Context: an optimization exercise on an open-source flow, tuned for small area. The choices shown serve that exercise and are no tape-out recipe. Only simulation tests tie the RTL to the original design; equivalence was not proved.

Setup of 09-20:
## ERM16_microprocessor
module ERM16_microprocessor (input logic init,clk,input logic [15:0] DI,output logic [15:0] ADDR_BUS,DO,output logic wrmem,ioe,intreq);
Settings: LEC_CHECK=0, ABC_AREA=1, CAP_MARGIN=20, CORE_MARGIN=2, CORE_UTILIZATION=40, CTS_BUF_LIST=sky130_fd_sc_hd__clkbuf_8, CTS_CLUSTER_DIAMETER=60, CTS_CLUSTER_SIZE=16, GPL_TIMING_DRIVEN=0, SLEW_MARGIN=20; clock period 30.0 ns.
run.sh (not shown) runs the stock make flow with config.mk's settings and CLKGATE_MAP_FILE= SYNTH_SCRIPT=/design/flow/synth_recipe.tcl, a recipe that flattens the netlist after the stock synthesis.
In summary, 09-20 completed successfully, with a layout that passed the timing, DRC and antenna checks.
## Diff of input files: 11-28 against 09-20
--- a/flow/config.mk
+++ b/flow/config.mk
@@ -14,3 +14,2 @@
 export CTS_CLUSTER_SIZE = 16
-export GPL_TIMING_DRIVEN = 0
 export SLEW_MARGIN = 20
From 09-20 to 11-28 the numbers moved as follows: area growth from synthesis to layout shows a reduction of 1.7 points, fmax shows an increase of 7.5%, non-clock buffer count shows a reduction of about 50%.
Changes observed in 11-28 relative to 09-20: critical path depth went down by about 5%; weighted congestion at the end of routability-driven global placement went down by about 2.3%; routed wire length went down by about 2%.
A endpoint of the worst setup timing path of regfile.sram[3][13] is what 09-20 shows, while regfile.sram[6][1] belongs to 11-28.
All-layer global routing usage ended up 0.54 points lower on 11-28 than on 09-20.

---

run a:
ERM16_microprocessor, a different RTL version from the one above (not shown whole).
Size: roughly 53 I/O pins, roughly 20000 µm² of cells after synthesis.
Design ERM16_microprocessor, start of the top module:
module ERM16_microprocessor (input logic init,clk,input logic [15:0] DI,output logic [15:0] ADDR_BUS,DO,output logic wrmem,ioe,intreq);
export LEC_CHECK = 0
export ABC_AREA = 1
export CAP_MARGIN = 20
export CORE_MARGIN = 2
export CORE_UTILIZATION = 55
export CTS_BUF_LIST = sky130_fd_sc_hd__clkbuf_8
export CTS_CLUSTER_DIAMETER = 60
export CTS_CLUSTER_SIZE = 16
export PLACE_DENSITY = 0.7
export SLEW_MARGIN = 20
create_clock -name core_clock -period 30.0 [get_ports {clk}]
standard.sh (not shown) runs the stock make flow with config.mk's settings and CLKGATE_MAP_FILE= SYNTH_SCRIPT=/design/flow/synth_recipe.tcl, a recipe that flattens the netlist after the stock synthesis.
==> flow/flow/run.sh <==
#!/bin/bash
# The standard layout (standard.sh, unchanged), with two settings passed to ORFS:
# - the input and output port buffers are made from the smallest buffer cell (every port
#   still gets its own buffer);
set -euo pipefail
export BUFFER_PORTS_ARGS="-buffer_cell sky130_fd_sc_hd__buf_1"
export CTS_ARGS="-sink_clustering_enable -repair_clock_nets -sink_clustering_size 16 -sink_clustering_max_diameter 60 -buf_list sky130_fd_sc_hd__clkbuf_8 -dont_use_dummy_load"
bash standard.sh > standard_flow.log 2>&1
Run a: no failed stages, no open violations at the end
The inputs of run b differ from those of run a as listed below.
- a change of CTS_BUF_LIST from sky130_fd_sc_hd__clkbuf_8 to sky130_fd_sc_hd__clkbuf_4
- a change of CTS_CLUSTER_DIAMETER from 60 to 50
- a change of CTS_CLUSTER_SIZE from 16 to 10
==> flow/flow/run.sh <==
#!/bin/bash
# The standard layout (standard.sh, unchanged), with two settings passed to ORFS:
# - the input and output port buffers are made from the smallest buffer cell (every port
#   still gets its own buffer);
set -euo pipefail
export BUFFER_PORTS_ARGS="-buffer_cell sky130_fd_sc_hd__buf_1"
export CTS_ARGS="-sink_clustering_enable -repair_clock_nets -sink_clustering_size 10 -sink_clustering_max_diameter 50 -buf_list sky130_fd_sc_hd__clkbuf_4 -dont_use_dummy_load"
bash standard.sh > standard_flow.log 2>&1
[summary]
- Any difference in maximum frequency between run b and run a is small enough to ignore.
- Run a leaves less setup margin than run b.
- Per the final summary, run b finished and its layout is clean on timing, DRC and antenna.
- Every stage of the flow completed for run a, and the final layout passed the timing, DRC and antenna checks.
- The post-detailed-routing wire length of run b and that of run a are within noise of each other.
- Taking run b over run a, the count of clock-buffer cells in the layout ratio works out to 1.5.
- Lower portion of the layout cell area used by clock cells was reported by run b, not run a.
- Compared run a against run b; area after detailed placement within noise.

---

Another version of the RTL of ERM16_microprocessor (not shown whole).
Size: ~2700 cells after synthesis, ~300 flip-flops, about 53 I/O pins, roughly 0.021 mm² of cells after synthesis.
==> flow/config.mk <==
export PLATFORM = sky130hd
export DESIGN_NAME = ERM16_microprocessor
export DESIGN_NICKNAME = ERM16_microprocessor
export VERILOG_FILES = /design/flow/design.v
export SDC_FILE = /design/flow/constraint.sdc
export NUM_CORES = 4
export LEC_CHECK = 0
export ABC_AREA = 1
export CAP_MARGIN = 20
export CORE_MARGIN = 2
export CORE_UTILIZATION = 40
export CTS_BUF_LIST = sky130_fd_sc_hd__clkbuf_16
export CTS_CLUSTER_DIAMETER = 80
export CTS_CLUSTER_SIZE = 24
export SLEW_MARGIN = 20
==> flow/constraint.sdc <==
create_clock -name core_clock -period 30.0 [get_ports {clk}]
set_input_delay 6.0000 -clock core_clock [delete_from_list [all_inputs] [get_ports {clk}]]
set_output_delay 6.0000 -clock core_clock [all_outputs]
set_load 0.01 [all_outputs]
run.sh (not shown) runs the stock make flow with config.mk's settings and CLKGATE_MAP_FILE= SYNTH_SCRIPT=/design/flow/synth_recipe.tcl, a recipe that flattens the netlist after the stock synthesis.
Stock flow here: none of the scripts above is used.
Next try:
- CTS_BUF_LIST: sky130_fd_sc_hd__clkbuf_16 -> sky130_fd_sc_hd__clkbuf_8
- CTS_CLUSTER_DIAMETER: 80 -> 60
- CTS_CLUSTER_SIZE: 24 -> 16
Synthesized cell count is unchanged.
Clock-buffer cell count came out higher by 8.
Clock skew grows by 36 ps.
Sequential share of layout area goes up by 0.14 points.
Final cell count increases by 0.39%.
Cell area drops by 0.42%.

---

ERM16_microprocessor, a different RTL version from the one above (not shown whole).
For scale: ~2700 cells after synthesis, ~53 I/O pins, ~0.021 sq mm of cells after synthesis.
==> flow/config.mk <==
export PLATFORM = sky130hd
export DESIGN_NAME = ERM16_microprocessor
export DESIGN_NICKNAME = ERM16_microprocessor
export VERILOG_FILES = /design/flow/design.v
export SDC_FILE = /design/flow/constraint.sdc
export NUM_CORES = 4
export LEC_CHECK = 0
export ABC_AREA = 1
export CAP_MARGIN = 5
export CORE_MARGIN = 2
export CORE_UTILIZATION = 40
export CTS_BUF_LIST = sky130_fd_sc_hd__clkbuf_8
export CTS_CLUSTER_DIAMETER = 60
export CTS_CLUSTER_SIZE = 16
export SLEW_MARGIN = 5
==> flow/constraint.sdc <==
create_clock -name core_clock -period 30.0 [get_ports {clk}]
set_input_delay 6.0000 -clock core_clock [delete_from_list [all_inputs] [get_ports {clk}]]
set_output_delay 6.0000 -clock core_clock [all_outputs]
set_load 0.01 [all_outputs]
standard.sh (not shown) runs the stock make flow with config.mk's settings and CLKGATE_MAP_FILE= SYNTH_SCRIPT=/design/flow/synth_recipe.tcl, a recipe that flattens the netlist after the stock synthesis.
==> flow/flow/run.sh <==
#!/bin/bash
# The standard layout (standard.sh, unchanged), with the input and output port buffers
# made from the smallest buffer cell instead of the flow's default. Every port still gets
# its own buffer. All of make's output goes to standard_flow.log in this folder.
set -euo pipefail
export BUFFER_PORTS_ARGS="-buffer_cell sky130_fd_sc_hd__buf_1"
bash standard.sh > standard_flow.log 2>&1
The starting point went through all stages and came out clean.
==> next run, changes <==
--- a/flow/config.mk
+++ b/flow/config.mk
@@ -7,5 +7,5 @@
 export LEC_CHECK = 0
 export ABC_AREA = 1
-export CAP_MARGIN = 5
+export CAP_MARGIN = 20
 export CORE_MARGIN = 2
 export CORE_UTILIZATION = 40
@@ -13,3 +13,3 @@
 export CTS_CLUSTER_DIAMETER = 60
 export CTS_CLUSTER_SIZE = 16
-export SLEW_MARGIN = 5
+export SLEW_MARGIN = 20
Synthesized cell count is unchanged.
Design area is about the same.
Flip-flop and latch count stays the same.
Area after synthesis stays the same.
Global-route usage is unchanged.
Count of clock-buffer cells in the layout is unchanged.
Wire length stays flat.

-- static timing again, ports no longer ideal --
The results above use ideal ports. As a check the final layouts listed here were re-extracted and re-timed, cells and wires unchanged.
Step 1 assumes that a clkbuf_16 drives the clock port and a buf_2 every other input.
Step 2, shift: input delay + t, output delay - t, t = (earliest + latest rising clock arrival at the registers) / 2. This alone moves slack from input paths to output paths.
Three values: ideal ports, drivers, drivers and shift; two values: the first two.
run | t (ns) | setup WS [ns] | worst hold slack (ns) | cell pins on the clock port's net
09-20 | 0.678 | 1.037 / 1.037 / 1.037 | 0.474 / 0.474 / 0.474 | 1
11-28 | 0.722 | 3.068 / 3.068 / 3.068 | 0.461 / 0.461 / 0.461 | 1
run a | 0.689 | 2.353 / 2.353 / 2.353 | 0.456 / 0.456 / 0.456 | 1
run b | 0.826 | 2.386 / 2.386 / 2.386 | 0.447 / 0.447 / 0.447 | 1
the first run of note 3 | 0.631 | 2.153 / 2.153 / 2.153 | 0.469 / 0.469 / 0.469 | 1
the second run of note 3 | 0.711 | 2.148 / 2.148 / 2.148 | 0.471 / 0.471 / 0.471 | 1
the first run of note 4 | 0.711 | 2.117 / 2.117 / 2.117 | 0.473 / 0.473 / 0.473 | 1
the second run of note 4 | 0.708 | 2.244 / 2.244 / 2.244 | 0.473 / 0.473 / 0.473 | 1
After both steps setup and hold are still met in every run listed.
